Context: an optimization exercise on an open-source flow, tuned for small area. The choices shown serve that exercise and are no tape-out recipe. In this exercise RTL edits were held to simulation tests only and were not proved equivalent to the original.

// ImagineThinker
module ImagineThinker(clk,rst,inst_addr,inst_data,data_addr,data_rdata,data_wdata,data_we);
For scale: ~3100 cells after synthesis, ~99 I/O pins, ~0.036 mm^2 of cells after synthesis.
Settings: LEC_CHECK=0, ABC_CLOCK_PERIOD_IN_PS=10000, CAP_MARGIN=20, CORE_MARGIN=2, CORE_UTILIZATION=56, CTS_BUF_LIST=sky130_fd_sc_hd__clkbuf_4, CTS_CLUSTER_DIAMETER=60, CTS_CLUSTER_SIZE=7, SLEW_MARGIN=20; clock period 10.0 ns.
standard.sh (not shown) runs the stock make flow with config.mk's settings and CLKGATE_MAP_FILE= SYNTH_SCRIPT=/design/flow/synth_recipe.tcl, a recipe that flattens the netlist after the stock synthesis.
==> flow/flow/run.sh <==
#!/bin/bash
# Own layout flow: the standard ORFS flow (standard.sh) with a copy of the
# ORFS scripts in which
#  - synthesis maps logic with an area-oriented ABC script (flow/abc_area.script)
#    and keeps the module hierarchy through technology mapping
#    (SYNTH_HIERARCHICAL=1; the standard flow's synthesis script flattens it afterwards as
#    usual), so that each module is mapped on its own; flip-flops are mapped
#    by the unchanged dfflibmap step, before ABC;
#  - the quick ABC pass inside Yosys's synth is skipped for the multiplier
#    modules only (flow/synth_proc.tcl);
#  - full adders are not extracted in the modules named it_fast* (the
#    multiplier's final parallel-prefix adder and the divider's two
#    subtractors), so ABC maps their carry logic as plain gates, which are
#    faster than a chain of full-adder cells;
#  - port buffering uses the smallest buffer cell;
#  - clock tree synthesis inserts no dummy loads.
# Each tool's output goes to ORFS's own per-step logs under orfs/logs; this
# script's own output goes to flow_setup.log and flow_make.log.
set -euo pipefail
W=$(pwd)
S=$W/myscripts
{
  rm -rf "$S"
  cp -r "$FLOW_HOME/scripts" "$S"
  cp "$W/flow/abc_area.script" "$S/abc_speed.script"
  cp "$W/flow/abc_area.script" "$S/abc_area.script"
  sed -i 's/buffer_ports {\*}\[env_var_or_empty BUFFER_PORTS_ARGS\]/buffer_ports -buffer_cell sky130_fd_sc_hd__buf_1/' "$S/global_place.tcl"
  sed -i 's/^  -repair_clock_nets\]/  -repair_clock_nets -dont_use_dummy_load]/' "$S/cts.tcl"
  { cat "$W/flow/synth_proc.tcl"; tail -n +2 "$W/synth_recipe.tcl"; } > "$W/my_synth.tcl"
  sed -i 's/^  extract_fa {\*}\[dont_use_extract_fa_args\]$/  extract_fa {*}[dont_use_extract_fa_args] {*}[lsearch -all -inline -not [tee -q -s result.string select -list-mod *] it_fast*]/' "$S/synth.tcl"
  grep -n "extract_fa {" "$S/synth.tcl"
  grep -n "buffer_ports" "$S/global_place.tcl"
  grep -n "dont_use_dummy_load" "$S/cts.tcl"
  cat "$W/my_synth.tcl"
} > "$W/flow_setup.log" 2>&1
bash standard.sh SCRIPTS_DIR="$S" SYNTH_HIERARCHICAL=1 SYNTH_SCRIPT="$W/my_synth.tcl" finish > "$W/flow_make.log" 2>&1
Other scripts of this flow, unchanged in this note and not shown: flow/flow/abc_area.script, flow/flow/synth_proc.tcl
Then changed:
- CAP_MARGIN: 20 -> 5
- CORE_UTILIZATION: 56 -> 45
- SLEW_MARGIN: 20 -> 5
Effect: First-iteration DRC count is lower by 14%; clock-buffer cell count is higher by 2; register-to-register slack barely changes; final cell count is higher by 4.5%; non-clock buffer count is lower by 12; final area barely changes; die area is higher by 24%; hold slack improves by 0.028 ns.

========
ImagineThinker, a different RTL version from the one above (not shown whole).
Size: about 3100 cells after synthesis, about 99 I/O pins.
Settings: LEC_CHECK=0, ABC_CLOCK_PERIOD_IN_PS=10000, CAP_MARGIN=20, CORE_MARGIN=2, CORE_UTILIZATION=65, SLEW_MARGIN=20; clock period 10.0 ns.
run.sh (not shown) runs the stock make flow with config.mk's settings and CLKGATE_MAP_FILE= SYNTH_SCRIPT=/design/flow/synth_recipe.tcl, a recipe that flattens the netlist after the stock synthesis.
Stock flow here: none of the scripts above is used.
The first run completed, yet does not pass: negative setup slack.
Rerun with:
Settings changed: CORE_UTILIZATION 65 to 40.
Outcome: The new run finished but failed the layout checks on negative setup slack; synthesized cell count stays the same; register-to-register slack gets better by 580 ps; wire length shrinks by a few percent; worst setup slack improves by 580 ps; design area grows slightly; via count is lower by a little under a tenth.

========
Setup of juniper:
Another version of the RTL of ImagineThinker (not shown whole).
Size in the first run: ~2,900 cells after synthesis, roughly 720 flip-flops.
clock: 10.0 ns
lec_check: 0
abc_clock_period_in_ps: 10000
cap_margin: 20
core_margin: 2
core_utilization: 50
cts_buf_list: sky130_fd_sc_hd__clkbuf_4
cts_cluster_diameter: 60
cts_cluster_size: 7
slew_margin: 20
standard.sh (not shown) runs the stock make flow with config.mk's settings and CLKGATE_MAP_FILE= SYNTH_SCRIPT=/design/flow/synth_recipe.tcl, a recipe that flattens the netlist after the stock synthesis.
==> flow/flow/run.sh <==
#!/bin/bash
# Own layout flow: the standard ORFS flow (standard.sh) with a copy of the
# ORFS scripts in which
#  - synthesis maps logic with an area-oriented ABC script (flow/abc_area.script)
#    and keeps the module hierarchy through technology mapping
#    (SYNTH_HIERARCHICAL=1; the standard flow's synthesis script flattens it afterwards as
#    usual), so that each module is mapped on its own; flip-flops are mapped
#    by the unchanged dfflibmap step, before ABC;
#  - the quick ABC pass inside Yosys's synth is skipped for the multiplier
#    modules only (flow/synth_proc.tcl);
#  - port buffering uses the smallest buffer cell;
#  - clock tree synthesis inserts no dummy loads.
# Each tool's output goes to ORFS's own per-step logs under orfs/logs; this
# script's own output goes to flow_setup.log and flow_make.log.
set -euo pipefail
W=$(pwd)
S=$W/myscripts
{
  rm -rf "$S"
  cp -r "$FLOW_HOME/scripts" "$S"
  cp "$W/flow/abc_area.script" "$S/abc_speed.script"
  cp "$W/flow/abc_area.script" "$S/abc_area.script"
  sed -i 's/buffer_ports {\*}\[env_var_or_empty BUFFER_PORTS_ARGS\]/buffer_ports -buffer_cell sky130_fd_sc_hd__buf_1/' "$S/global_place.tcl"
  sed -i 's/^  -repair_clock_nets\]/  -repair_clock_nets -dont_use_dummy_load]/' "$S/cts.tcl"
  { cat "$W/flow/synth_proc.tcl"; tail -n +2 "$W/synth_recipe.tcl"; } > "$W/my_synth.tcl"
  grep -n "buffer_ports" "$S/global_place.tcl"
  grep -n "dont_use_dummy_load" "$S/cts.tcl"
  cat "$W/my_synth.tcl"
} > "$W/flow_setup.log" 2>&1
bash standard.sh SCRIPTS_DIR="$S" SYNTH_HIERARCHICAL=1 SYNTH_SCRIPT="$W/my_synth.tcl" GPL_KEEP_OVERFLOW=0 finish > "$W/flow_make.log" 2>&1
==> flow/flow/abc_area.script <==
strash
dch -f
map -a
strash
dch -f
map -a
topo
==> flow/flow/synth_proc.tcl <==
# Replaces the first line of the standard flow's synth_recipe.tcl.  Every synth call still
# runs with -nofsm -noshare.  In the fine stage, the quick ABC pass that
# Yosys's synth runs is skipped for the multiplier modules (it_mul*), whose
# bit-level full-adder equations then reach extract_fa unchanged; every
# other module (all of the registers) gets that pass exactly as before.
proc synth {args} {
  if {[lsearch -exact $args fine:] >= 0} {
    yosys synth -nofsm -noshare -noabc {*}$args
    yosys abc -fast {*}[lsearch -all -inline -not [yosys tee -q -s result.string select -list-mod *] it_mul*]
    yosys opt -fast
  } else {
    yosys synth -nofsm -noshare {*}$args
  }
}
> inputs changed (juniper -> indigo)
diff --git a/flow/flow/run.sh b/flow/flow/run.sh
--- a/flow/flow/run.sh
+++ b/flow/flow/run.sh
@@ -30 +30 @@
-bash standard.sh SCRIPTS_DIR="$S" SYNTH_HIERARCHICAL=1 SYNTH_SCRIPT="$W/my_synth.tcl" GPL_KEEP_OVERFLOW=0 finish > "$W/flow_make.log" 2>&1
+bash standard.sh SCRIPTS_DIR="$S" SYNTH_HIERARCHICAL=1 SYNTH_SCRIPT="$W/my_synth.tcl" finish > "$W/flow_make.log" 2>&1
### Flow results
Run comparison: juniper start point of the critical path e_da[9]; indigo start point of the critical path f_c2. Of the two values seen for destination of the critical timing path, pn1[9] was produced by indigo and pn1[3] by juniper. Summary of indigo over juniper: count of vias placed by the detailed router was more or less identical; post-synthesis mux area share level; biggest fanout along the worst timing path increased 2.

## port drivers added, routing unchanged
Ports are ideal in the flow. The routed layouts listed here were re-timed in OpenROAD.
Step 1: set_driving_cell puts a clkbuf_16 on clk and a buf_2 on each other input, an assumption about the parent block.
Step 2 moves the port delays by t, midway between the first and last clock arrival at a register: inputs arrive t later, outputs are due t later. That takes back most of the time a late clock gives input paths.
Slacks: ideal ports / drivers / drivers and shift; pairs: ideal ports / drivers.
| run | shift t [ns] | slack for setup (ns) | worst slew at a driven data input, ns |
|---|---|---|---|
| the first run of note 1 | 0.953 | 0.422 / 0.422 / 0.422 | 0.08 |
| the second run of note 1 | 0.959 | 0.419 / 0.419 / 0.419 | 0.10 |
| the first run of note 2 | 0.724 | -2.005 / -2.005 / -2.005 | 0.05 |
| the second run of note 2 | 0.720 | -1.425 / -1.425 / -1.425 | 0.07 |
| juniper | 0.992 | 0.147 / 0.147 / 0.147 | 0.05 |
| indigo | 0.946 | 0.167 / 0.167 / 0.167 | 0.05 |
